Background: an optimization exercise with open tools, aiming at small area and a short achievable clock period. Do not read the settings as production practice. Where RTL was checked, it was by simulation tests only, not by an equivalence proof against the original. Power and IR drop assume default switching activity.

==> run a: inputs <==
Design max_pool_3x3, start of the top module:
module max_pool_3x3 (
    input [31:0] v1,
    input [31:0] v2,
    input [31:0] v3,
    input [31:0] v4,
    input [31:0] v5,
    input [31:0] v6,
    input [31:0] v7,
    input [31:0] v8,
    input [31:0] v9,
    input en,
    input clk,
    output [31:0] selected);
    wire s1, s2, s3, s4, s5, s6, s7, s8, s9;
    max_relu g0 (v1, v2, v3, s1, s2, s3);
    max_relu g1 (v4, v5, v6, s4, s5, s6);
    max_relu g2 (v7, v8, v9, s7, s8, s9);
    wire [31:0] m0 = ({32{s1}} & v1) | ({32{s2}} & v2) | ({32{s3}} & v3);
    wire [31:0] m1 = ({32{s4}} & v4) | ({32{s5}} & v5) | ({32{s6}} & v6);
    wire [31:0] m2 = ({32{s7}} & v7) | ({32{s8}} & v8) | ({32{s9}} & v9);
    wire t0, t1, t2;
    max_relu gf (m0, m1, m2, t0, t1, t2);
    wire u0 = t0 & ~m0[31];
    wire u1 = t1 & ~m1[31];
    wire u2 = t2 & ~m2[31];
    wire [30:0] mx = ({31{u0}} & m0[30:0]) | ({31{u1}} & m1[30:0]) | ({31{u2}} & m2[30:0]);
    reg [30:0] q;
    always @(posedge clk)
        if (en) q <= mx;
    assign selected = {1'b0, q};
endmodule
==> module max_c, before the edit <==
module max_c #(parameter W = 32) (
    input  [W-1:0] a,
    input  [W-1:0] b,
    output         gt);
    localparam L = $clog2(W);
    wire [2*W-2:0] g;
    wire [2*W-2:0] p;
    assign g[W-1:0] = a & ~b;
    assign p[W-1:0] = a | ~b;
    genvar l, i;
    generate
        for (l = 0; l < L; l = l + 1) begin : lvl
            localparam N   = W >> l;               
            localparam IN  = 2*W - 2*N;            
            localparam OUT = 2*W - N;              
            for (i = 0; i < N/2; i = i + 1) begin : node
                assign g[OUT+i] = g[IN+2*i+1] | (p[IN+2*i+1] & g[IN+2*i]);
                assign p[OUT+i] = p[IN+2*i+1] & p[IN+2*i];
            end
        end
    endgenerate
    assign gt = g[2*W-2];
endmodule
==> module max_relu, before the edit <==
module max_relu (
    input  [31:0] a,
    input  [31:0] b,
    input  [31:0] c,
    output        sa,
    output        sb,
    output        sc);
    wire ab, ac, bc;
    max_c #(32) cab ({~a[31], a[30:0]}, {~b[31], b[30:0]}, ab);
    max_c #(32) cac ({~a[31], a[30:0]}, {~c[31], c[30:0]}, ac);
    max_c #(32) cbc ({~b[31], b[30:0]}, {~c[31], c[30:0]}, bc);
    assign sa = ab & ac;
    assign sb = ~ab & bc;
    assign sc = ~ac & ~bc;
endmodule
==> module max_pool_3x3, before the edit <==
module max_pool_3x3 (
    input [31:0] v1,
    input [31:0] v2,
    input [31:0] v3,
    input [31:0] v4,
    input [31:0] v5,
    input [31:0] v6,
    input [31:0] v7,
    input [31:0] v8,
    input [31:0] v9,
    input en,
    input clk,
    output [31:0] selected);
    wire s1, s2, s3, s4, s5, s6, s7, s8, s9;
    max_relu g0 (v1, v2, v3, s1, s2, s3);
    max_relu g1 (v4, v5, v6, s4, s5, s6);
    max_relu g2 (v7, v8, v9, s7, s8, s9);
    wire [31:0] m0 = ({32{s1}} & v1) | ({32{s2}} & v2) | ({32{s3}} & v3);
    wire [31:0] m1 = ({32{s4}} & v4) | ({32{s5}} & v5) | ({32{s6}} & v6);
    wire [31:0] m2 = ({32{s7}} & v7) | ({32{s8}} & v8) | ({32{s9}} & v9);
    wire t0, t1, t2;
    max_relu gf (m0, m1, m2, t0, t1, t2);
    wire u0 = t0 & ~m0[31];
    wire u1 = t1 & ~m1[31];
    wire u2 = t2 & ~m2[31];
    wire [30:0] mx = ({31{u0}} & m0[30:0]) | ({31{u1}} & m1[30:0]) | ({31{u2}} & m2[30:0]);
    reg [30:0] q;
    always @(posedge clk)
        if (en) q <= mx;
    assign selected = {1'b0, q};
endmodule
export LEC_CHECK = 0
export CAP_MARGIN = 20
export CORE_MARGIN = 2
export CORE_UTILIZATION = 40
export GPL_TIMING_DRIVEN = 0
export SETUP_SLACK_MARGIN = 5
export SLEW_MARGIN = 20
create_clock -name core_clock -period 12.0 [get_ports {clk}]
standard.sh (not shown) runs the stock make flow with config.mk's settings and CLKGATE_MAP_FILE= SYNTH_SCRIPT=/design/flow/synth_recipe.tcl, a recipe that flattens the netlist after the stock synthesis.
==> flow/flow/run.sh <==
#!/bin/bash
# The standard layout, with two changes: ABC maps the logic with flow/map.abc
# (delay-targeted mapping) and every port gets the smallest buffer cell.
set -euo pipefail
here=$(pwd)
export BUFFER_PORTS_ARGS="-buffer_cell sky130_fd_sc_hd__buf_1"
export FLOW_ABC_SCRIPT=$here/flow/map.abc
sed "s|SYNTH_SCRIPT=[^ ]*|SYNTH_SCRIPT=$here/flow/synth.tcl|" standard.sh > flow_standard.sh
bash flow_standard.sh > standard_flow.log 2>&1
==> flow/flow/map.abc <==
strash
dch
map -D 2500
buffer
upsize -D 2500
dnsize -D 2500
==> flow/flow/synth.tcl <==
# The standard synthesis script, with ABC's mapping script replaced by flow/map.abc
proc synth {args} { yosys synth -nofsm -noshare {*}$args }
proc abc {args} {
  set i [lsearch -exact $args -script]
  if { $i >= 0 } { lset args [expr {$i + 1}] $::env(FLOW_ABC_SCRIPT) }
  yosys abc {*}$args
}
source $::env(SCRIPTS_DIR)/synth.tcl
# left out here: clear keep_hierarchy, flatten, clean up, hide names made inside functions, write 1_2_yosys.v
==> inputs of run b, as changes to run a <==
--- a/flow/design.v
+++ b/flow/design.v
@@ -1,7 +1,6 @@
-module max_c #(parameter W = 32) (
+module max_c #(parameter L = 5, parameter W = 1 << L) (
     input  [W-1:0] a,
     input  [W-1:0] b,
     output         gt);
-    localparam L = $clog2(W);
     wire [2*W-2:0] g;
     wire [2*W-2:0] p;
@@ -29,11 +28,14 @@
     output        sb,
     output        sc);
-    wire ab, ac, bc;
-    max_c #(32) cab ({~a[31], a[30:0]}, {~b[31], b[30:0]}, ab);
-    max_c #(32) cac ({~a[31], a[30:0]}, {~c[31], c[30:0]}, ac);
-    max_c #(32) cbc ({~b[31], b[30:0]}, {~c[31], c[30:0]}, bc);
+    wire lab, lac, lbc;
+    max_c #(5) cab ({1'b0, a[30:0]}, {1'b0, b[30:0]}, lab);
+    max_c #(5) cac ({1'b0, a[30:0]}, {1'b0, c[30:0]}, lac);
+    max_c #(5) cbc ({1'b0, b[30:0]}, {1'b0, c[30:0]}, lbc);
+    wire ab = ~a[31] & (b[31] | lab);
+    wire ac = ~a[31] & (c[31] | lac);
+    wire bc = ~b[31] & (c[31] | lbc);
     assign sa = ab & ac;
-    assign sb = ~ab & bc;
-    assign sc = ~ac & ~bc;
+    assign sb = ~ab & bc & ~b[31];
+    assign sc = ~ac & ~bc & ~c[31];
 endmodule
 module max_pool_3x3 (
@@ -54,16 +56,14 @@
     max_relu g1 (v4, v5, v6, s4, s5, s6);
     max_relu g2 (v7, v8, v9, s7, s8, s9);
-    wire [31:0] m0 = ({32{s1}} & v1) | ({32{s2}} & v2) | ({32{s3}} & v3);
-    wire [31:0] m1 = ({32{s4}} & v4) | ({32{s5}} & v5) | ({32{s6}} & v6);
-    wire [31:0] m2 = ({32{s7}} & v7) | ({32{s8}} & v8) | ({32{s9}} & v9);
+    wire [30:0] m0 = ({31{s1}} & v1[30:0]) | ({31{s2}} & v2[30:0]) | ({31{s3}} & v3[30:0]);
+    wire [30:0] m1 = ({31{s4}} & v4[30:0]) | ({31{s5}} & v5[30:0]) | ({31{s6}} & v6[30:0]);
+    wire [30:0] m2 = ({31{s7}} & v7[30:0]) | ({31{s8}} & v8[30:0]) | ({31{s9}} & v9[30:0]);
     wire t0, t1, t2;
-    max_relu gf (m0, m1, m2, t0, t1, t2);
-    wire u0 = t0 & ~m0[31];
-    wire u1 = t1 & ~m1[31];
-    wire u2 = t2 & ~m2[31];
-    wire [30:0] mx = ({31{u0}} & m0[30:0]) | ({31{u1}} & m1[30:0]) | ({31{u2}} & m2[30:0]);
+    max_relu gf ({1'b0, m0}, {1'b0, m1}, {1'b0, m2}, t0, t1, t2);
     reg [30:0] q;
+    wire [30:0] d = ({31{t0 & en}} & m0) | ({31{t1 & en}} & m1) | ({31{t2 & en}} & m2)
+                  | ({31{~en}} & q);
     always @(posedge clk)
-        if (en) q <= mx;
+        q <= d;
     assign selected = {1'b0, q};
 endmodule
Settings changed: GPL_TIMING_DRIVEN 0 to not set, SETUP_SLACK_MARGIN 5 to 4.
==> inputs of run c, as changes to run a <==
==> flow/design.v (replaced) <==
module max_c(input [31:0] i1, 
            input [31:0] i2,
            output [31:0] max); 
    assign max = (i1 > i2) ? i1 : i2;
endmodule
module max_relu( input [31:0] i1, 
            input [31:0] i2,
            output [31:0] max); 
    assign max = (~i1[31]) ? 
                        ((~i2[31]) ? 
                                ((i1[30:0] > i2[30:0]) ? 
                                        i1 
                                        : i2) 
                                : i1) 
                        : ((~i2[31]) ? 
                                i2 
                                : 0);
endmodule
module max_pool_3x3 (
    input [31:0] v1,
    input [31:0] v2,
    input [31:0] v3,
    input [31:0] v4,
    input [31:0] v5,
    input [31:0] v6,
    input [31:0] v7,
    input [31:0] v8,
    input [31:0] v9,
    input en, 
    input clk,
    output reg [31:0]selected );  
    wire [31:0] max12;
    wire [31:0] max34;
    wire [31:0] max56;
    wire [31:0] max78;
    wire [31:0] max14;
    wire [31:0] max58;
    wire [31:0] max18;
    wire [31:0] max19;
    max_relu m12 (v1, v2, max12);
    max_relu m34 (v3, v4, max34);
    max_relu m56 (v5, v6, max56);
    max_relu m78 (v7, v8, max78);
    max_c m14 (max12, max34, max14);
    max_c m58 (max56, max78, max58);
    max_c m18 (max14, max58, max18);
    max_relu m19(max18, v9, max19);
    always @ (posedge clk)
    begin
        if (en) begin
            selected <= max19;
        end
    end
endmodule
==> flow/flow/run.sh (replaced) <==
#!/bin/bash
# Standard ORFS layout, with the smallest buffer cell on every port.
set -euo pipefail
export BUFFER_PORTS_ARGS="-buffer_cell sky130_fd_sc_hd__buf_1"
bash standard.sh > standard_flow.log 2>&1
Settings changed: GPL_TIMING_DRIVEN 0 to not set, SETUP_SLACK_MARGIN 5 to not set.
removed: flow/flow/map.abc
removed: flow/flow/synth.tcl
==> summary of the runs <==
- Synthesized cell count, highest first: run b, run a, run c.
- Critical path depth, highest first: run c, run b, run a.
- Via count, lowest first: run c, run b, run a.
- Of run c and run b, run c has the higher combinational power (gap about 60%, measured against run b).
- Against run a, the final cell count of run b is lower by 2.1%.
Function not checked in run a: the RTL went through the layout flow alone.

[separate check: timing with driven ports]
No port has a modelled driver above. Below, the same layouts with a new extraction and two added sets of constraints.
Step 1 sets driving cells, clkbuf_16 on the clock port and buf_2 on the other inputs (assumed; they add their load-dependent delay and slew).
Step 2 also shifts input and output timing later by t, the mid clock arrival at the registers, as if the neighbouring blocks saw the same clock.
a / b / c = no drivers / after step 1 / after step 2; a / b = the first two.
| run | t, ns | setup slack, ns | clock arrival spread, ns | worst slew at a driven data input, ns |
|---|---|---|---|---|
| run a | 0.320 | 5.170 / 5.179 / 4.859 | 0.007 / 0.007 | 0.10 |
| run b | 0.320 | 4.612 / 4.633 / 4.313 | 0.006 / 0.006 | 0.06 |
| run c | 0.326 | 0.648 / 0.649 / 0.323 | 0.004 / 0.004 | 0.08 |
After both steps setup and hold are still met in every run listed. The setup slack of run c, which loses most, moves by +0.001 ns with the drivers and by -0.325 ns with both steps.
